Context: an optimization exercise on an open-source flow, tuned for a short achievable clock period and few clock cycles. The choices shown serve that exercise and are no tape-out recipe.
Only simulation tests tie the RTL to the original design; equivalence was not proved.

**flow/run.sh**
```bash
#!/bin/bash
# synth_recipe.tcl (not shown) runs the flow's synth.tcl, then flattens the netlist and writes it again
# the make line also repeats each setting of config.mk as NAME=value (left out here)
make -C /OpenROAD-flow-scripts/flow DESIGN_CONFIG=/design/flow/config.mk WORK_HOME=/design/flow/orfs CLKGATE_MAP_FILE= SYNTH_SCRIPT=/design/flow/synth_recipe.tcl finish
```
**flow/config.mk**
```make
export PLATFORM = sky130hd
export DESIGN_NAME = FemtoRV32
export DESIGN_NICKNAME = FemtoRV32
export VERILOG_FILES = /design/flow/design.v
export SDC_FILE = /design/flow/constraint.sdc
export NUM_CORES = 4
export LEC_CHECK = 0
export CAP_MARGIN = 20
export CORE_MARGIN = 2
export CORE_UTILIZATION = 40
export SETUP_SLACK_MARGIN = 5
export SLEW_MARGIN = 20
```
**flow/constraint.sdc**
```tcl
create_clock -name core_clock -period 12.0 [get_ports {clk}]
set_input_delay 2.4000 -clock core_clock [delete_from_list [all_inputs] [get_ports {clk}]]
set_output_delay 2.4000 -clock core_clock [all_outputs]
set_load 0.01 [all_outputs]
```
**flow/design.v**
```verilog
module FemtoRV32(
   input          clk,
   output [31:0] mem_addr,   
   output [31:0] mem_wdata,  
   output  [3:0] mem_wmask,  
   input  [31:0] mem_rdata,  
   output        mem_rstrb,  
   input         mem_rbusy,  
   input         mem_wbusy,  
   input         interrupt_request,
   input         reset       
);
   localparam AW = 24;
   wire bus_free = !mem_rbusy & !mem_wbusy;
   reg [31:0] registerFile [31:0];
   reg [AW-1:2] fa;           
   reg          fskip;        
   reg          f_inflight;   
   reg          f_skip;       
   reg          f_kill;       
   reg   [15:0] q0, q1, q2, q3, q4, q5;
   reg    [2:0] qn;           
   reg [AW-1:1] dpc;          
   wire        f_arrive = f_inflight & !mem_rbusy & !f_kill;
   wire [15:0] inc0 = f_skip ? mem_rdata[31:16] : mem_rdata[15:0];
   wire [15:0] inc1 = mem_rdata[31:16];
   wire  [1:0] inc_n = f_arrive ? (f_skip ? 2'd1 : 2'd2) : 2'd0;
   wire [15:0] qa [0:5];
   assign qa[0] = q0; assign qa[1] = q1; assign qa[2] = q2;
   assign qa[3] = q3; assign qa[4] = q4; assign qa[5] = q5;
   wire [15:0] vw [0:7];
   genvar gj;
   generate
      for (gj = 0; gj < 8; gj = gj + 1) begin : g_view
         if (gj < 6) begin : g_q
            assign vw[gj] = (gj < qn) ? qa[gj] :
                            (gj == qn) ? inc0 : inc1;
         end else begin : g_i
            assign vw[gj] = (gj == qn) ? inc0 : inc1;
         end
      end
   endgenerate
   wire  [3:0] vn = {1'b0, qn} + {2'b0, inc_n};
   wire [15:0] v0 = vw[0];
   wire [15:0] v1 = vw[1];
   wire        d_long  = &v0[1:0];
   wire        d_valid = (vn != 0) & (!d_long | (vn > 4'd1));
   wire [31:0] dI;
   femto_decompressor _decomp ( .c({v1, v0}), .d(dI) );
   wire d_isLoad    =  (dI[6:2] == 5'b00000);
   wire d_isALUimm  =  (dI[6:2] == 5'b00100);
   wire d_isAUIPC   =  (dI[6:2] == 5'b00101);
   wire d_isStore   =  (dI[6:2] == 5'b01000);
   wire d_isALUreg  =  (dI[6:2] == 5'b01100);
   wire d_isLUI     =  (dI[6:2] == 5'b01101);
   wire d_isBranch  =  (dI[6:2] == 5'b11000);
   wire d_isJALR    =  (dI[6:2] == 5'b11001);
   wire d_isJAL     =  (dI[6:2] == 5'b11011);
   wire d_isSYSTEM  =  (dI[6:2] == 5'b11100);
   wire d_isMul     =  d_isALUreg & dI[25] & !dI[14];
   wire d_isDiv     =  d_isALUreg & dI[25] &  dI[14];
   wire [4:0] d_rs1 = dI[19:15];
   wire [4:0] d_rs2 = dI[24:20];
   wire [4:0] d_rd  = dI[11:7];
   wire [31:0] d_Uimm = {    dI[31],   dI[30:12], {12{1'b0}}};
   wire [31:0] d_Iimm = {{21{dI[31]}}, dI[30:20]};
   wire [31:0] d_Simm = {{21{dI[31]}}, dI[30:25], dI[11:7]};
   wire [31:0] d_Bimm = {{20{dI[31]}}, dI[7], dI[30:25], dI[11:8], 1'b0};
   wire [31:0] d_Jimm = {{12{dI[31]}}, dI[19:12], dI[20], dI[30:21], 1'b0};
   wire [AW-1:1] d_pcn = dpc + (d_long ? 2 : 1);
   wire [AW-1:0] d_tgt = {dpc, 1'b0} + (dI[3] ? d_Jimm[AW-1:0] :
                                        dI[4] ? d_Uimm[AW-1:0] :
                                                d_Bimm[AW-1:0]);
   reg          e_valid;
   reg   [31:0] e_ins;
   reg   [31:0] e_rs1, e_rs2, e_op2, e_imm;
   reg [AW-1:1] e_pcn;
   reg [AW-1:0] e_tgt;
   reg          e_isLoad, e_isStore, e_isBranch, e_isJAL, e_isJALR;
   reg          e_isALU, e_isLUI, e_isAUIPC, e_isSYSTEM, e_isMul, e_isDiv;
   reg          e_wb, e_mret, e_simple, e_csrw;
   reg          w_valid;      
   reg    [4:0] w_rd;
   reg    [2:0] w_f3;
   reg    [1:0] w_lo;
   wire         w_arr = w_valid & !mem_rbusy;
   wire [4:0] e_rd = e_ins[11:7];
   (* onehot *)
   wire [7:0] funct3Is = 8'b00000001 << e_ins[14:12];
   wire [31:0] aluIn1 = e_rs1;
   wire [31:0] aluIn2 = e_op2;
   wire [31:0] aluPlus = aluIn1 + aluIn2;
   wire [32:0] aluMinus = {1'b1, ~aluIn2} + {1'b0,aluIn1} + 33'b1;
   wire        LT  = (aluIn1[31] ^ aluIn2[31]) ? aluIn1[31] : aluMinus[32];
   wire        LTU = aluMinus[32];
   wire        EQ  = (aluIn1 == aluIn2);
   wire [31:0] shifter_in = funct3Is[1] ?
     {aluIn1[ 0], aluIn1[ 1], aluIn1[ 2], aluIn1[ 3], aluIn1[ 4], aluIn1[ 5],
      aluIn1[ 6], aluIn1[ 7], aluIn1[ 8], aluIn1[ 9], aluIn1[10], aluIn1[11],
      aluIn1[12], aluIn1[13], aluIn1[14], aluIn1[15], aluIn1[16], aluIn1[17],
      aluIn1[18], aluIn1[19], aluIn1[20], aluIn1[21], aluIn1[22], aluIn1[23],
      aluIn1[24], aluIn1[25], aluIn1[26], aluIn1[27], aluIn1[28], aluIn1[29],
      aluIn1[30], aluIn1[31]} : aluIn1;
   /*verilator lint_off WIDTH*/
   wire [31:0] shifter =
               $signed({e_ins[30] & aluIn1[31], shifter_in}) >>> aluIn2[4:0];
   /*verilator lint_on WIDTH*/
   wire [31:0] leftshift = {
     shifter[ 0], shifter[ 1], shifter[ 2], shifter[ 3], shifter[ 4],
     shifter[ 5], shifter[ 6], shifter[ 7], shifter[ 8], shifter[ 9],
     shifter[10], shifter[11], shifter[12], shifter[13], shifter[14],
     shifter[15], shifter[16], shifter[17], shifter[18], shifter[19],
     shifter[20], shifter[21], shifter[22], shifter[23], shifter[24],
     shifter[25], shifter[26], shifter[27], shifter[28], shifter[29],
     shifter[30], shifter[31]};
   wire [31:0] aluOut_base =
     (funct3Is[0]  ? e_ins[30] & e_ins[5] ? aluMinus[31:0] : aluPlus : 32'b0) |
     (funct3Is[1]  ? leftshift                                       : 32'b0) |
     (funct3Is[2]  ? {31'b0, LT}                                     : 32'b0) |
     (funct3Is[3]  ? {31'b0, LTU}                                    : 32'b0) |
     (funct3Is[4]  ? aluIn1 ^ aluIn2                                 : 32'b0) |
     (funct3Is[5]  ? shifter                                         : 32'b0) |
     (funct3Is[6]  ? aluIn1 | aluIn2                                 : 32'b0) |
     (funct3Is[7]  ? aluIn1 & aluIn2                                 : 32'b0) ;
   wire predicate =
        funct3Is[0] &  EQ  |  
        funct3Is[1] & !EQ  |  
        funct3Is[4] &  LT  |  
        funct3Is[5] & !LT  |  
        funct3Is[6] &  LTU |  
        funct3Is[7] & !LTU ;  
   reg         mul_ph;
   reg  [63:0] mul_s, mul_c;
   wire        sign1 = e_rs1[31] &  funct3Is[1];
   wire        sign2 = e_rs2[31] & (funct3Is[1] | funct3Is[2]);
   wire [63:0] csa_s, csa_c;
   femto_mul_csa _mul ( .a({sign1, e_rs1}), .b({sign2, e_rs2}),
                        .s(csa_s), .c(csa_c) );
   wire [63:0] mul_prod = mul_s + mul_c;
   wire [31:0] mul_res  = funct3Is[0] ? mul_prod[31:0] : mul_prod[63:32];
   always @(posedge clk) begin
      mul_s <= csa_s;
      mul_c <= csa_c;
      if (!reset)
         mul_ph <= 1'b0;
      else
         mul_ph <= e_valid & e_isMul & !mul_ph;
   end
   reg  [1:0] div_st;
   reg [31:0] div_a, div_b;      
   reg [31:0] div_r, div_q;
   reg [32:0] div_d, div_m;
   reg        div_sign;
   function [5:0] nbits(input [31:0] x);    
      integer k;
      begin
         nbits = 6'd0;
         for (k = 0; k < 32; k = k + 1)
            if (x[k]) nbits = k + 1;
      end
   endfunction
   wire [5:0] div_na = nbits(div_a);
   wire [5:0] div_nb = nbits(div_b);
   wire [6:0] div_k  = {1'b0, div_na} - {1'b0, div_nb};   
   wire [5:0] div_p  = div_k[5:0] + {5'b0, ~div_k[0]};
   wire        div_ge1 = {1'b0, div_r} >= div_d;
   wire [31:0] div_r1  = div_ge1 ? div_r - div_d[31:0] : div_r;
   wire [31:0] div_q1  = div_ge1 ? div_q | div_m[31:0] : div_q;
   wire [32:0] div_d2  = div_d >> 1;
   wire [32:0] div_m2  = div_m >> 1;
   wire        div_ge2 = {1'b0, div_r1} >= div_d2;
   wire [31:0] div_r2  = div_ge2 ? div_r1 - div_d2[31:0] : div_r1;
   wire [31:0] div_q2  = div_ge2 ? div_q1 | div_m2[31:0] : div_q1;
   wire [31:0] div_absa = ~e_ins[12] & e_rs1[31] ? -e_rs1 : e_rs1;
   always @(posedge clk) begin
      if (!reset) begin
         div_st <= 2'd0;
      end else if (e_valid & e_isDiv) begin
         case (div_st)
            2'd0: begin
               div_a <= div_absa;
               div_b <= ~e_ins[12] & e_rs2[31] ? -e_rs2 : e_rs2;
               div_sign <= ~e_ins[12] & (e_ins[13] ? e_rs1[31] :
                                          (e_rs1[31] != e_rs2[31]) & |e_rs2);
               div_r <= div_absa;
               div_q <= 32'hFFFFFFFF;
               div_st <= (e_rs2 == 32'b0) ? 2'd3 : 2'd1;
            end
            2'd1: begin
               div_q <= 32'b0;
               if (div_k[6]) begin
                  div_st <= 2'd3;
               end else begin
                  div_d <= {1'b0, div_b} << div_p;
                  div_m <= 33'b1 << div_p;
                  div_st <= 2'd2;
               end
            end
            2'd2: begin
               div_r <= div_r2;
               div_q <= div_q2;
               div_d <= div_d >> 2;
               div_m <= div_m >> 2;
               if (div_m[1]) div_st <= 2'd3;
            end
            default: begin
               div_st <= 2'd0;
            end
         endcase
      end
   end
   wire [31:0] div_raw = e_ins[13] ? div_r : div_q;
   wire [31:0] div_res = div_sign ? -div_raw : div_raw;
   reg  [AW-1:0] mepc;
   reg  [AW-1:0] mtvec;
   reg           mstatus;
   reg           mcause;
   reg           pending;
   reg  [63:0]   cycles;
   always @(posedge clk) cycles <= cycles + 1;
   wire sel_mstatus = (e_ins[31:20] == 12'h300);
   wire sel_mtvec   = (e_ins[31:20] == 12'h305);
   wire sel_mepc    = (e_ins[31:20] == 12'h341);
   wire sel_mcause  = (e_ins[31:20] == 12'h342);
   wire sel_cycles  = (e_ins[31:20] == 12'hC00);
   wire sel_cyclesh = (e_ins[31:20] == 12'hC80);
   /*verilator lint_off WIDTH*/
   wire [31:0] CSR_read =
     (sel_mstatus ? {28'b0, mstatus, 3'b0} : 32'b0) |
     (sel_mtvec   ? mtvec                  : 32'b0) |
     (sel_mepc    ? mepc                   : 32'b0) |
     (sel_mcause  ? {mcause, 31'b0}        : 32'b0) |
     (sel_cycles  ? cycles[31:0]           : 32'b0) |
     (sel_cyclesh ? cycles[63:32]          : 32'b0) ;
   /*verilator lint_on WIDTH*/
   wire [31:0] CSR_modifier = e_ins[14] ? {27'd0, e_ins[19:15]} : e_rs1;
   wire [31:0] CSR_write = (e_ins[13:12] == 2'b10) ? CSR_modifier | CSR_read  :
                           (e_ins[13:12] == 2'b11) ? ~CSR_modifier & CSR_read :
                                                     CSR_modifier ;
   wire irq_take = e_valid & e_simple & pending & mstatus & ~mcause;
   always @(posedge clk) begin
      pending <= reset & (interrupt_request | (pending & ~irq_take));
   end
   wire          br_taken = e_isBranch & predicate;
   wire [AW-1:0] jalr_tgt = {aluPlus[AW-1:1], 1'b0};
   wire [AW-1:0] e_next   = e_isJALR            ? jalr_tgt :
                            (e_isJAL | br_taken) ? e_tgt    :
                            e_mret               ? mepc     :
                                                   {e_pcn, 1'b0};
   wire          redirect = e_valid & (e_isJAL | e_isJALR | br_taken |
                                       e_mret | irq_take);
   wire [AW-1:0] tgt      = irq_take ? mtvec : e_next;
   wire          e_ctl    = e_valid & (e_isBranch | e_isJAL | e_mret | irq_take);
   wire [AW-1:0] ctl_tgt  = irq_take ? mtvec : e_mret ? mepc : e_tgt;
   wire          e_jalr   = e_valid & e_isJALR & !irq_take;
   wire [AW-1:0] ls_addr = e_rs1[AW-1:0] + e_imm[AW-1:0];
   wire mem_byteAccess     = e_ins[13:12] == 2'b00;
   wire mem_halfwordAccess = e_ins[13:12] == 2'b01;
   wire [15:0] LOAD_halfword = w_lo[1] ? mem_rdata[31:16] : mem_rdata[15:0];
   wire  [7:0] LOAD_byte     = w_lo[0] ? LOAD_halfword[15:8] : LOAD_halfword[7:0];
   wire        LOAD_sign =
        !w_f3[2] & ((w_f3[1:0] == 2'b00) ? LOAD_byte[7] : LOAD_halfword[15]);
   wire [31:0] LOAD_data =
     (w_f3[1:0] == 2'b00) ? {{24{LOAD_sign}},     LOAD_byte} :
     (w_f3[1:0] == 2'b01) ? {{16{LOAD_sign}}, LOAD_halfword} :
                            mem_rdata ;
   assign mem_wdata[ 7: 0] = e_rs2[7:0];
   assign mem_wdata[15: 8] = ls_addr[0] ? e_rs2[7:0]  : e_rs2[15: 8];
   assign mem_wdata[23:16] = ls_addr[1] ? e_rs2[7:0]  : e_rs2[23:16];
   assign mem_wdata[31:24] = ls_addr[0] ? e_rs2[7:0]  :
                             ls_addr[1] ? e_rs2[15:8] : e_rs2[31:24];
   wire [3:0] STORE_wmask =
              mem_byteAccess      ?
                    (ls_addr[1] ?
                          (ls_addr[0] ? 4'b1000 : 4'b0100) :
                          (ls_addr[0] ? 4'b0010 : 4'b0001)
                    ) :
              mem_halfwordAccess ?
                    (ls_addr[1] ? 4'b1100 : 4'b0011) :
              4'b1111;
   wire e_bus    = e_valid & (e_isLoad | e_isStore);
   wire ld_issue = e_valid & e_isLoad & bus_free;
   wire st_issue = e_valid & e_isStore & bus_free;
   wire e_done = e_valid & (
                   e_isLoad  ? bus_free :
                   e_isStore ? bus_free :
                   e_isMul   ? mul_ph :
                   e_isDiv   ? (div_st == 2'd3) :
                               1'b1 );
   /*verilator lint_off WIDTH*/
   wire [31:0] e_result =
      (e_isSYSTEM          ? CSR_read                : 32'b0) |
      (e_isLUI             ? {e_ins[31:12], 12'b0}   : 32'b0) |
      (e_isALU             ? aluOut_base             : 32'b0) |
      (e_isMul             ? mul_res                 : 32'b0) |
      (e_isDiv             ? div_res                 : 32'b0) |
      (e_isAUIPC           ? e_tgt                   : 32'b0) |
      (e_isJALR | e_isJAL  ? {e_pcn, 1'b0}           : 32'b0);
   /*verilator lint_on WIDTH*/
   wire e_wr = e_done & e_wb & !e_isLoad;
   wire w_wr = w_arr & !(e_wr & (e_rd == w_rd));
   always @(posedge clk) begin
      if (w_wr) registerFile[w_rd] <= LOAD_data;
      if (e_wr) registerFile[e_rd] <= e_result;
   end
   always @(posedge clk) begin
      if (!reset)
         w_valid <= 1'b0;
      else
         w_valid <= ld_issue ? e_wb :
                    w_valid & mem_rbusy & !(e_wr & (e_rd == w_rd));
      if (ld_issue) begin
         w_rd <= e_rd;
         w_f3 <= e_ins[14:12];
         w_lo <= ls_addr[1:0];
      end
   end
   always @(posedge clk) begin
      if (!reset) begin
         mstatus <= 1'b0;
         mcause  <= 1'b0;
      end else begin
         if (e_valid & e_csrw) begin
            if (sel_mstatus) mstatus <= CSR_write[3];
            if (sel_mtvec  ) mtvec   <= CSR_write[AW-1:0];
         end
         if (irq_take) begin
            mcause <= 1'b1;
            mepc   <= e_next;
         end else if (e_valid & e_mret) begin
            mcause <= 1'b0;
         end
      end
   end
   wire [31:0] rf1 = (d_rs1 == 5'd0) ? 32'b0 : registerFile[d_rs1];
   wire [31:0] rf2 = (d_rs2 == 5'd0) ? 32'b0 : registerFile[d_rs2];
   wire        fe1 = e_wr & (e_rd == d_rs1);
   wire        fe2 = e_wr & (e_rd == d_rs2);
   wire        fw1 = w_valid & (w_rd == d_rs1);
   wire        fw2 = w_valid & (w_rd == d_rs2);
   wire [31:0] d_op1 = fe1 ? e_result : fw1 & !mem_rbusy ? LOAD_data : rf1;
   wire [31:0] d_op2 = fe2 ? e_result : fw2 & !mem_rbusy ? LOAD_data : rf2;
   wire d_use1 = !(d_isLUI | d_isAUIPC | d_isJAL);
   wire d_use2 = d_isALUreg | d_isBranch | d_isStore;
   wire eld    = e_valid & e_isLoad & e_wb;
   wire hz     = d_use1 & (eld & (e_rd == d_rs1) | !fe1 & fw1 & mem_rbusy) |
                 d_use2 & (eld & (e_rd == d_rs2) | !fe2 & fw2 & mem_rbusy);
   wire e_accept = !e_valid | e_done;
   wire d_adv    = d_valid & e_accept & !redirect & !hz;
   wire f_want   = ({1'b0, qn} + (f_inflight ? 4'd2 : 4'd0)) <= 4'd4;
   wire f_issue  = bus_free & !e_bus & !e_jalr & (e_ctl | f_want);
   wire f_spec   = f_issue & e_ctl;   
   assign mem_rstrb = ld_issue | f_issue;
   assign mem_wmask = st_issue ? STORE_wmask : 4'b0000;
   assign mem_addr  = e_bus ? {8'b0, ls_addr} :
                      e_ctl ? {8'b0, ctl_tgt[AW-1:2], 2'b00} :
                              {8'b0, fa, 2'b00};
   wire [1:0] cons = d_adv ? (d_long ? 2'd2 : 2'd1) : 2'd0;
   wire [3:0] vn_next = vn - {2'b0, cons};
   always @(posedge clk) begin
      q0 <= vw[cons + 0];
      q1 <= vw[cons + 1];
      q2 <= vw[cons + 2];
      q3 <= vw[cons + 3];
      q4 <= vw[cons + 4];
      q5 <= vw[cons + 5];
   end
   always @(posedge clk) begin
      if (!reset) begin
         fa         <= 0;
         fskip      <= 1'b0;
         f_inflight <= 1'b0;
         f_skip     <= 1'b0;
         f_kill     <= 1'b0;
         qn         <= 3'd0;
         dpc        <= 0;
      end else begin
         f_inflight <= f_issue | (f_inflight & mem_rbusy);
         f_kill     <= f_issue ? f_spec & !redirect :
                       f_inflight & mem_rbusy & (f_kill | redirect);
         if (f_issue)
            f_skip  <= f_spec ? ctl_tgt[1] : fskip;
         if (redirect) begin
            qn    <= 3'd0;
            dpc   <= tgt[AW-1:1];
            fa    <= f_spec ? tgt[AW-1:2] + 1 : tgt[AW-1:2];
            fskip <= f_spec ? 1'b0 : tgt[1];
         end else begin
            qn    <= vn_next[2:0];
            if (d_adv) dpc <= d_pcn;
            if (f_issue & !f_spec) begin
               fa    <= fa + 1;
               fskip <= 1'b0;
            end
         end
      end
   end
   always @(posedge clk) begin
      if (!reset) begin
         e_valid  <= 1'b0;
      end else begin
         if (d_adv) e_valid <= 1'b1;
         else if (e_done) e_valid <= 1'b0;
      end
      if (d_adv) begin
         e_ins      <= dI;
         e_rs1      <= d_op1;
         e_rs2      <= d_op2;
         e_op2      <= (d_isALUreg | d_isBranch) ? d_op2 :
                       d_isStore ? d_Simm : d_Iimm;
         e_imm      <= d_isStore ? d_Simm : d_Iimm;
         e_pcn      <= d_pcn;
         e_tgt      <= d_tgt;
         e_isLoad   <= d_isLoad;
         e_isStore  <= d_isStore;
         e_isBranch <= d_isBranch;
         e_isJAL    <= d_isJAL;
         e_isJALR   <= d_isJALR;
         e_isALU    <= (d_isALUimm | d_isALUreg) & !d_isMul & !d_isDiv;
         e_isLUI    <= d_isLUI;
         e_isAUIPC  <= d_isAUIPC;
         e_isSYSTEM <= d_isSYSTEM;
         e_isMul    <= d_isMul;
         e_isDiv    <= d_isDiv;
         e_wb       <= !(d_isBranch | d_isStore) & (d_rd != 5'd0);
         e_mret     <= d_isSYSTEM & (dI[14:12] == 3'b000);
         e_csrw     <= d_isSYSTEM & (dI[14:12] != 3'b000);
         e_simple   <= !(d_isLoad | d_isStore | d_isMul | d_isDiv);
      end
   end
endmodule
module femto_decompressor(
   input  wire [31:0] c,
   output reg  [31:0] d
);
   localparam illegal = 32'h00000000;
   localparam unknown = 32'h00000000;
   wire [4:0] rcl = {2'b01, c[4:2]};
   wire [4:0] rch = {2'b01, c[9:7]};
   wire [4:0] rwl  = c[ 6:2];
   wire [4:0] rwh  = c[11:7];
   localparam x0 = 5'b00000;
   localparam x1 = 5'b00001;
   localparam x2 = 5'b00010;
   wire  [4:0]    shiftImm = c[6:2];
   wire [11:0] addi4spnImm = {2'b00, c[10:7], c[12:11], c[5], c[6], 2'b00};
   wire [11:0]     lwswImm = {5'b00000, c[5], c[12:10] , c[6], 2'b00};
   wire [11:0]     lwspImm = {4'b0000, c[3:2], c[12], c[6:4], 2'b00};
   wire [11:0]     swspImm = {4'b0000, c[8:7], c[12:9], 2'b00};
   wire [11:0] addi16spImm = {{ 3{c[12]}}, c[4:3], c[5], c[2], c[6], 4'b0000};
   wire [11:0]      addImm = {{ 7{c[12]}}, c[6:2]};
   /*verilator lint_off UNUSED*/
   wire [12:0]        bImm = {{ 5{c[12]}}, c[6:5], c[2], c[11:10], c[4:3], 1'b0};
   wire [20:0]      jalImm = {{10{c[12]}}, c[8], c[10:9], c[6], c[7], c[2], c[11], c[5:3], 1'b0};
   wire [31:0]      luiImm = {{15{c[12]}}, c[6:2], 12'b000000000000};
   /*verilator lint_on UNUSED*/
   always @*
   casez (c[15:0])
      16'b???___????????_???_11 : d =                                                                            c  ;
/*verilator lint_off CASEOVERLAP*/
      16'b000___00000000_000_00 : d =                                                                       illegal ;
      16'b000___????????_???_00 : d = {      addi4spnImm,             x2, 3'b000,                 rcl, 7'b00100_11} ;
/*verilator lint_on CASEOVERLAP*/
      16'b010_???_???_??_???_00 : d = {          lwswImm,            rch, 3'b010,                 rcl, 7'b00000_11} ;
      16'b110_???_???_??_???_00 : d = {    lwswImm[11:5],       rcl, rch, 3'b010,        lwswImm[4:0], 7'b01000_11} ;
      16'b000_???_???_??_???_01 : d = {           addImm,            rwh, 3'b000,                 rwh, 7'b00100_11} ;
      16'b001____???????????_01 : d = {     jalImm[20], jalImm[10:1], jalImm[11], jalImm[19:12],   x1, 7'b11011_11} ;
      16'b010__?_?????_?????_01 : d = {           addImm,             x0, 3'b000,                 rwh, 7'b00100_11} ;
      16'b011__?_00010_?????_01 : d = {      addi16spImm,            rwh, 3'b000,                 rwh, 7'b00100_11} ;
      16'b011__?_?????_?????_01 : d = {    luiImm[31:12],                                         rwh, 7'b01101_11} ;
      16'b100_?_00_???_?????_01 : d = {       7'b0000000,  shiftImm, rch, 3'b101,                 rch, 7'b00100_11} ;
      16'b100_?_01_???_?????_01 : d = {       7'b0100000,  shiftImm, rch, 3'b101,                 rch, 7'b00100_11} ;
      16'b100_?_10_???_?????_01 : d = {           addImm,            rch, 3'b111,                 rch, 7'b00100_11} ;
      16'b100_011_???_00_???_01 : d = {       7'b0100000,       rcl, rch, 3'b000,                 rch, 7'b01100_11} ;
      16'b100_011_???_01_???_01 : d = {       7'b0000000,       rcl, rch, 3'b100,                 rch, 7'b01100_11} ;
      16'b100_011_???_10_???_01 : d = {       7'b0000000,       rcl, rch, 3'b110,                 rch, 7'b01100_11} ;
      16'b100_011_???_11_???_01 : d = {       7'b0000000,       rcl, rch, 3'b111,                 rch, 7'b01100_11} ;
      16'b101____???????????_01 : d = {     jalImm[20], jalImm[10:1], jalImm[11], jalImm[19:12],   x0, 7'b11011_11} ;
      16'b110__???_???_?????_01 : d = {bImm[12], bImm[10:5],     x0, rch, 3'b000, bImm[4:1], bImm[11], 7'b11000_11} ;
      16'b111__???_???_?????_01 : d = {bImm[12], bImm[10:5],     x0, rch, 3'b001, bImm[4:1], bImm[11], 7'b11000_11} ;
      16'b000__?_?????_?????_10 : d = {        7'b0000000, shiftImm, rwh, 3'b001,                 rwh, 7'b00100_11} ;
      16'b010__?_?????_?????_10 : d = {           lwspImm,            x2, 3'b010,                 rwh, 7'b00000_11} ;
      16'b100__0_?????_00000_10 : d = {  12'b000000000000,           rwh, 3'b000,                  x0, 7'b11001_11} ;
      16'b100__0_?????_?????_10 : d = {        7'b0000000,      rwl,  x0, 3'b000,                 rwh, 7'b01100_11} ;
      16'b100__1_?????_00000_10 : d = {  12'b000000000000,           rwh, 3'b000,                  x1, 7'b11001_11} ;
      16'b100__1_?????_?????_10 : d = {        7'b0000000,      rwl, rwh, 3'b000,                 rwh, 7'b01100_11} ;
      16'b110__?_?????_?????_10 : d = {     swspImm[11:5],      rwl,  x2, 3'b010,        swspImm[4:0], 7'b01000_11} ;
      default:                    d =                                                                       unknown ;
   endcase
endmodule
module femto_mul_csa(input [32:0] a, input [32:0] b, output [63:0] s, output [63:0] c);
   wire [63:0] ax = {{31{a[32]}}, a};
   wire [63:0] pp0 = {64{b[0]}} & (ax << 0);
   wire [63:0] pp1 = {64{b[1]}} & (ax << 1);
   wire [63:0] pp2 = {64{b[2]}} & (ax << 2);
   wire [63:0] pp3 = {64{b[3]}} & (ax << 3);
   wire [63:0] pp4 = {64{b[4]}} & (ax << 4);
   wire [63:0] pp5 = {64{b[5]}} & (ax << 5);
   wire [63:0] pp6 = {64{b[6]}} & (ax << 6);
   wire [63:0] pp7 = {64{b[7]}} & (ax << 7);
   wire [63:0] pp8 = {64{b[8]}} & (ax << 8);
   wire [63:0] pp9 = {64{b[9]}} & (ax << 9);
   wire [63:0] pp10 = {64{b[10]}} & (ax << 10);
   wire [63:0] pp11 = {64{b[11]}} & (ax << 11);
   wire [63:0] pp12 = {64{b[12]}} & (ax << 12);
   wire [63:0] pp13 = {64{b[13]}} & (ax << 13);
   wire [63:0] pp14 = {64{b[14]}} & (ax << 14);
   wire [63:0] pp15 = {64{b[15]}} & (ax << 15);
   wire [63:0] pp16 = {64{b[16]}} & (ax << 16);
   wire [63:0] pp17 = {64{b[17]}} & (ax << 17);
   wire [63:0] pp18 = {64{b[18]}} & (ax << 18);
   wire [63:0] pp19 = {64{b[19]}} & (ax << 19);
   wire [63:0] pp20 = {64{b[20]}} & (ax << 20);
   wire [63:0] pp21 = {64{b[21]}} & (ax << 21);
   wire [63:0] pp22 = {64{b[22]}} & (ax << 22);
   wire [63:0] pp23 = {64{b[23]}} & (ax << 23);
   wire [63:0] pp24 = {64{b[24]}} & (ax << 24);
   wire [63:0] pp25 = {64{b[25]}} & (ax << 25);
   wire [63:0] pp26 = {64{b[26]}} & (ax << 26);
   wire [63:0] pp27 = {64{b[27]}} & (ax << 27);
   wire [63:0] pp28 = {64{b[28]}} & (ax << 28);
   wire [63:0] pp29 = {64{b[29]}} & (ax << 29);
   wire [63:0] pp30 = {64{b[30]}} & (ax << 30);
   wire [63:0] pp31 = {64{b[31]}} & (ax << 31);
   wire [63:0] pp32 = {64{b[32]}} & {~ax[31:0], 32'hFFFFFFFF};
   wire [63:0] pp33 = {63'b0, b[32]};
   wire [63:0] s0_0 = pp0 ^ pp1 ^ pp2;
   wire [63:0] c0_0_w = (pp0 & pp1) | (pp0 & pp2) | (pp1 & pp2);
   wire [63:0] c0_0 = {c0_0_w[62:0], 1'b0};
   wire [63:0] s0_1 = pp3 ^ pp4 ^ pp5;
   wire [63:0] c0_1_w = (pp3 & pp4) | (pp3 & pp5) | (pp4 & pp5);
   wire [63:0] c0_1 = {c0_1_w[62:0], 1'b0};
   wire [63:0] s0_2 = pp6 ^ pp7 ^ pp8;
   wire [63:0] c0_2_w = (pp6 & pp7) | (pp6 & pp8) | (pp7 & pp8);
   wire [63:0] c0_2 = {c0_2_w[62:0], 1'b0};
   wire [63:0] s0_3 = pp9 ^ pp10 ^ pp11;
   wire [63:0] c0_3_w = (pp9 & pp10) | (pp9 & pp11) | (pp10 & pp11);
   wire [63:0] c0_3 = {c0_3_w[62:0], 1'b0};
   wire [63:0] s0_4 = pp12 ^ pp13 ^ pp14;
   wire [63:0] c0_4_w = (pp12 & pp13) | (pp12 & pp14) | (pp13 & pp14);
   wire [63:0] c0_4 = {c0_4_w[62:0], 1'b0};
   wire [63:0] s0_5 = pp15 ^ pp16 ^ pp17;
   wire [63:0] c0_5_w = (pp15 & pp16) | (pp15 & pp17) | (pp16 & pp17);
   wire [63:0] c0_5 = {c0_5_w[62:0], 1'b0};
   wire [63:0] s0_6 = pp18 ^ pp19 ^ pp20;
   wire [63:0] c0_6_w = (pp18 & pp19) | (pp18 & pp20) | (pp19 & pp20);
   wire [63:0] c0_6 = {c0_6_w[62:0], 1'b0};
   wire [63:0] s0_7 = pp21 ^ pp22 ^ pp23;
   wire [63:0] c0_7_w = (pp21 & pp22) | (pp21 & pp23) | (pp22 & pp23);
   wire [63:0] c0_7 = {c0_7_w[62:0], 1'b0};
   wire [63:0] s0_8 = pp24 ^ pp25 ^ pp26;
   wire [63:0] c0_8_w = (pp24 & pp25) | (pp24 & pp26) | (pp25 & pp26);
   wire [63:0] c0_8 = {c0_8_w[62:0], 1'b0};
   wire [63:0] s0_9 = pp27 ^ pp28 ^ pp29;
   wire [63:0] c0_9_w = (pp27 & pp28) | (pp27 & pp29) | (pp28 & pp29);
   wire [63:0] c0_9 = {c0_9_w[62:0], 1'b0};
   wire [63:0] s0_10 = pp30 ^ pp31 ^ pp32;
   wire [63:0] c0_10_w = (pp30 & pp31) | (pp30 & pp32) | (pp31 & pp32);
   wire [63:0] c0_10 = {c0_10_w[62:0], 1'b0};
   wire [63:0] s1_0 = s0_0 ^ c0_0 ^ s0_1;
   wire [63:0] c1_0_w = (s0_0 & c0_0) | (s0_0 & s0_1) | (c0_0 & s0_1);
   wire [63:0] c1_0 = {c1_0_w[62:0], 1'b0};
   wire [63:0] s1_1 = c0_1 ^ s0_2 ^ c0_2;
   wire [63:0] c1_1_w = (c0_1 & s0_2) | (c0_1 & c0_2) | (s0_2 & c0_2);
   wire [63:0] c1_1 = {c1_1_w[62:0], 1'b0};
   wire [63:0] s1_2 = s0_3 ^ c0_3 ^ s0_4;
   wire [63:0] c1_2_w = (s0_3 & c0_3) | (s0_3 & s0_4) | (c0_3 & s0_4);
   wire [63:0] c1_2 = {c1_2_w[62:0], 1'b0};
   wire [63:0] s1_3 = c0_4 ^ s0_5 ^ c0_5;
   wire [63:0] c1_3_w = (c0_4 & s0_5) | (c0_4 & c0_5) | (s0_5 & c0_5);
   wire [63:0] c1_3 = {c1_3_w[62:0], 1'b0};
   wire [63:0] s1_4 = s0_6 ^ c0_6 ^ s0_7;
   wire [63:0] c1_4_w = (s0_6 & c0_6) | (s0_6 & s0_7) | (c0_6 & s0_7);
   wire [63:0] c1_4 = {c1_4_w[62:0], 1'b0};
   wire [63:0] s1_5 = c0_7 ^ s0_8 ^ c0_8;
   wire [63:0] c1_5_w = (c0_7 & s0_8) | (c0_7 & c0_8) | (s0_8 & c0_8);
   wire [63:0] c1_5 = {c1_5_w[62:0], 1'b0};
   wire [63:0] s1_6 = s0_9 ^ c0_9 ^ s0_10;
   wire [63:0] c1_6_w = (s0_9 & c0_9) | (s0_9 & s0_10) | (c0_9 & s0_10);
   wire [63:0] c1_6 = {c1_6_w[62:0], 1'b0};
   wire [63:0] s2_0 = s1_0 ^ c1_0 ^ s1_1;
   wire [63:0] c2_0_w = (s1_0 & c1_0) | (s1_0 & s1_1) | (c1_0 & s1_1);
   wire [63:0] c2_0 = {c2_0_w[62:0], 1'b0};
   wire [63:0] s2_1 = c1_1 ^ s1_2 ^ c1_2;
   wire [63:0] c2_1_w = (c1_1 & s1_2) | (c1_1 & c1_2) | (s1_2 & c1_2);
   wire [63:0] c2_1 = {c2_1_w[62:0], 1'b0};
   wire [63:0] s2_2 = s1_3 ^ c1_3 ^ s1_4;
   wire [63:0] c2_2_w = (s1_3 & c1_3) | (s1_3 & s1_4) | (c1_3 & s1_4);
   wire [63:0] c2_2 = {c2_2_w[62:0], 1'b0};
   wire [63:0] s2_3 = c1_4 ^ s1_5 ^ c1_5;
   wire [63:0] c2_3_w = (c1_4 & s1_5) | (c1_4 & c1_5) | (s1_5 & c1_5);
   wire [63:0] c2_3 = {c2_3_w[62:0], 1'b0};
   wire [63:0] s2_4 = s1_6 ^ c1_6 ^ c0_10;
   wire [63:0] c2_4_w = (s1_6 & c1_6) | (s1_6 & c0_10) | (c1_6 & c0_10);
   wire [63:0] c2_4 = {c2_4_w[62:0], 1'b0};
   wire [63:0] s3_0 = s2_0 ^ c2_0 ^ s2_1;
   wire [63:0] c3_0_w = (s2_0 & c2_0) | (s2_0 & s2_1) | (c2_0 & s2_1);
   wire [63:0] c3_0 = {c3_0_w[62:0], 1'b0};
   wire [63:0] s3_1 = c2_1 ^ s2_2 ^ c2_2;
   wire [63:0] c3_1_w = (c2_1 & s2_2) | (c2_1 & c2_2) | (s2_2 & c2_2);
   wire [63:0] c3_1 = {c3_1_w[62:0], 1'b0};
   wire [63:0] s3_2 = s2_3 ^ c2_3 ^ s2_4;
   wire [63:0] c3_2_w = (s2_3 & c2_3) | (s2_3 & s2_4) | (c2_3 & s2_4);
   wire [63:0] c3_2 = {c3_2_w[62:0], 1'b0};
   wire [63:0] s4_0 = s3_0 ^ c3_0 ^ s3_1;
   wire [63:0] c4_0_w = (s3_0 & c3_0) | (s3_0 & s3_1) | (c3_0 & s3_1);
   wire [63:0] c4_0 = {c4_0_w[62:0], 1'b0};
   wire [63:0] s4_1 = c3_1 ^ s3_2 ^ c3_2;
   wire [63:0] c4_1_w = (c3_1 & s3_2) | (c3_1 & c3_2) | (s3_2 & c3_2);
   wire [63:0] c4_1 = {c4_1_w[62:0], 1'b0};
   wire [63:0] s5_0 = s4_0 ^ c4_0 ^ s4_1;
   wire [63:0] c5_0_w = (s4_0 & c4_0) | (s4_0 & s4_1) | (c4_0 & s4_1);
   wire [63:0] c5_0 = {c5_0_w[62:0], 1'b0};
   wire [63:0] s5_1 = c4_1 ^ c2_4 ^ pp33;
   wire [63:0] c5_1_w = (c4_1 & c2_4) | (c4_1 & pp33) | (c2_4 & pp33);
   wire [63:0] c5_1 = {c5_1_w[62:0], 1'b0};
   wire [63:0] s6_0 = s5_0 ^ c5_0 ^ s5_1;
   wire [63:0] c6_0_w = (s5_0 & c5_0) | (s5_0 & s5_1) | (c5_0 & s5_1);
   wire [63:0] c6_0 = {c6_0_w[62:0], 1'b0};
   wire [63:0] s7_0 = s6_0 ^ c6_0 ^ c5_1;
   wire [63:0] c7_0_w = (s6_0 & c6_0) | (s6_0 & c5_1) | (c6_0 & c5_1);
   wire [63:0] c7_0 = {c7_0_w[62:0], 1'b0};
   assign s = s7_0;
   assign c = c7_0;
endmodule
```
==> metrics.yaml <==
run_status:
  status: "finished clean"
synth:
  syn-mean-instance-area_um2: 8.54
  synthDistinctLibCells: 116
  synth_area_mm2: 0.157
  ys_seq_area_share_pct: 32.5
  synth-edff-count: 1464
  async_flop_share_pct: 0
  synth_top_flop_cell: "edfxtp_1"
  syn-instance-count: 18400
  synth_warnings: 2
  yosys_register_bits: 1810
sta:
  tns_ps: 0
  setup_slack_ps: 4560
  finalMaxSlewViolations: 0
  slew_headroom_pct: 8.31
  finalSetupViolations: 0
  finClkSkew_ps: 110
  hold_viol_final: 0
  final.min_clock_period_ps: 7440
  fmax_mhz: 134
  worst_slew_pin_slew_ps: 1340
  rsz0062_at_grt: "yes"
  fin_crit_sh_pct: 62.0
placement:
  hpwl_mm: 470
  port_buffers: 97
  place_ws_ps: 2180
  place_area_mm2: 0.164
  place_congestion: 1.06
critical_path:
  slowest_delay_ps: 430
  crit_path_cell_trace: "buf_12, ha_4, fa_2, a21o_1, a21oi_2, o21bai_1, a21o_1, a21oi_2, o21ai_2, o41ai_4, o211ai_1, a31oi_1, nor2b_1, o21a_1, o41ai_4, xor2_4, mux2i_4, buf_2"
  end_kind: "output pin"
  worstPathMaxFanout: 2
  arrival_ps: 5040
  r2r_slack_ps: 4880
  r2r-start: "e_rs1[6]"
  cp-startpoint: "e_rs1[0]"
  worst_path_max_delay_cell: "edfxtp_1"
  critical_path.top_delay_family: "compound AO/OA/AOI/OAI gates"
  worstSetupPathType: "flop to output pin"
  start_kind: "flop"
  rr_worst_depth: 18
  reg2reg_to: "fa[7]"
  cp.required_ps: 9600
  crit_buf_inv: 2
grt:
  gr-total-overflow: 0
  first_global_vias: 137000
  grt_max_degree: 150
  grt_pass1_wl_mm: 988
  grt_usage_pct: 34.0
  antenna_found_initial: 52
clocking:
  cts_sinks: 1810
  cts.clk_slew.worst_paths_ps: 60
  cts_hold_buf: 0
  cts_buffers: 205
  cts_tree: "built"
  cts-htree-levels: 4
  root_buffer: "clkbuf_16"
  clk_latency_ps: 980
  clockBufferDepth: 4
final_layout:
  ff_latch_area_mm2: 0.0509
  finish.instance_area_mm2: 0.174
  final_cell_mix: "3,036 x nand2_1, 1,508 x nor2_1, 1,464 x edfxtp_1"
  nFillCells: 37900
  final_common_cell: "nand2_1"
  nNetsFinal: 19400
  syn_to_final_growth_pct: 10.9
  final_layout_size_suffix_gt1_share_pct: 9.16
  multiInputGateArea_mm2: 0.0976
floorplan:
  core_mm2: 0.390
  die_h_um: 630
  initial_utilization_pct: 40.2
  die_w_um: 630
  die_area_mm2: 0.397
  num_rows: 229
  pin_count: 106
drt:
  routed_wl_mm: 703
  vias: 146000
  drt_first_pass_iters: 13
  antenna_left: 0
  viasPerCell: 6.28
  post-route-drc-count: 0
  drtIter0Drc: 21900
  wire_per_inst_um: 30.3
min_path:
  holdCritStartpoint: "cycles[0]"
  whs_endpoint: "cycles[0]"
  hp-class: "flop to flop"
  hold_depth: 1
run:
  maxCapViolCount: 0
-- worst max-delay path by stage --
| stage | endpoint | depth (start not counted) |
|---|---|---|
| 6_report | mem_addr[22] | 18 |
| 4_1_cts | mem_addr[22] | 18 |
| 5_1_grt | mem_addr[22] | 18 |
| 2_1_floorplan | qn[1] | 19 |
| 3_5_place_dp | qn[2] | 21 |
| 3_3_place_gp | qn[2] | 21 |
-- state kept, by name (all words and copies together) (netlist names), 22 cells and up --
register      count
mtvec            24
div_q            32
div_m            32
e_rs1            32
e_tgt            23
mepc             24
cycles           64
e_pcn            23
registerFile   1024
e_rs2            32
div_a            32
e_ins            26
mul_s            64
div_d            33
e_op2            32
div_b            32
fa               22
mul_c            62
dpc              23
div_r            32
-- through the flow --
stage                     instances  hold slack [ps]  util [%]
after global routing          23200              460      44.6
after floorplan               18400              394         -
after CTS                     23100              434      44.2
after detailed placement      22600              420      42.0
after global placement        22600              419      42.0
final                         23200              430      44.6
-- cells by family after synthesis --
family / Yosys count / share of synthesized area (%)
AOI/OAI and AO/OA: 4131 / 16.5
xor gates and xnor gates: 438 / 2.45
adders and majority gates: 1567 / 18.0
buffers and inverters: 2915 / 7.26
DFF: 1810 / 32.5
muxes: 391 / 2.95
other: 1 / 0.00239
and+or+nand+nor: 7108 / 20.4
-- cells in the mapped netlist (59+ instances only) --
cell type	instances	area [um^2]
o22ai_1	59	369
a22oi_1	87	653
clkbuf_1	1144	4290
fa_1	1138	22800
a31oi_1	207	1290
nand4_1	67	419
a21oi_1	1273	6370
nor2b_1	68	425
a311oi_1	255	2230
nor2_1	1564	5870
buf_1	121	454
mux2_2	71	800
xor2_1	161	1410
ha_1	429	5370
dfxtp_1	346	6930
nor3_1	219	1100
buf_2	203	1020
and3_1	393	2460
inv_1	1355	5090
a211oi_1	384	2880
nand2_1	3052	11500
a21o_1	127	953
xnor2_1	277	2430
mux2i_1	270	2700
edfxtp_1	1464	44000
nand3_1	793	3970
o21ai_0	1034	5170
and2_1	650	4070
-- area by class of cell --
class	instances	share of cell area [%]
clock buffers	259	3.14
clock inverters	119	0.694
repair inverters	6	0.0324
repair buffers	761	3.85
well taps	5197	3.74
flip-flops and latches	1810	29.3
multi-input cells	13600	56.1
diodes	13	0.0187
inverters	1401	3.12
-- metal layers --
metal	share of wire (%)	wire length [um]	track usage [%]	vias to the layer above
met5	0.027	187	0.423	-
li1	-	-	-	62200
met4	8.3	58600	23.2	28
met2	42	298000	50.8	10300
met3	13	92800	9.76	2242
met1	36	253000	42.5	71000
-- repair_timing --
item                       CTS  global route
buffers inserted            96            71
setup endpoints to repair  576           229
pin swaps                   72            62
gates resized for setup    341           200
gates cloned                11            13
Testbench counts, summed over its fixed seeds: cycles 84,659.

separate check: timing with driven ports:
Ports are ideal in the flow. The routed layout listed here was re-timed in OpenROAD. Step 1: set_driving_cell puts a clkbuf_16 on clk and a buf_2 on each other input, an assumption about the parent block. Step 2, shift: input delay + t, output delay - t, t = (earliest + latest rising clock arrival at the registers) / 2. This alone moves slack from input paths to output paths. Three values: ideal ports, drivers, drivers and shift; two values: the first two.
t (ns): 1.046
setup WS [ns]: 4.563 / 4.441 / 3.954
worst setup path at the end: input to register
cell pins on the clock port's net: 1
After both steps setup and hold are still met in this run. The setup slack of this run moves by -0.122 ns with the drivers and by -0.609 ns with both steps.
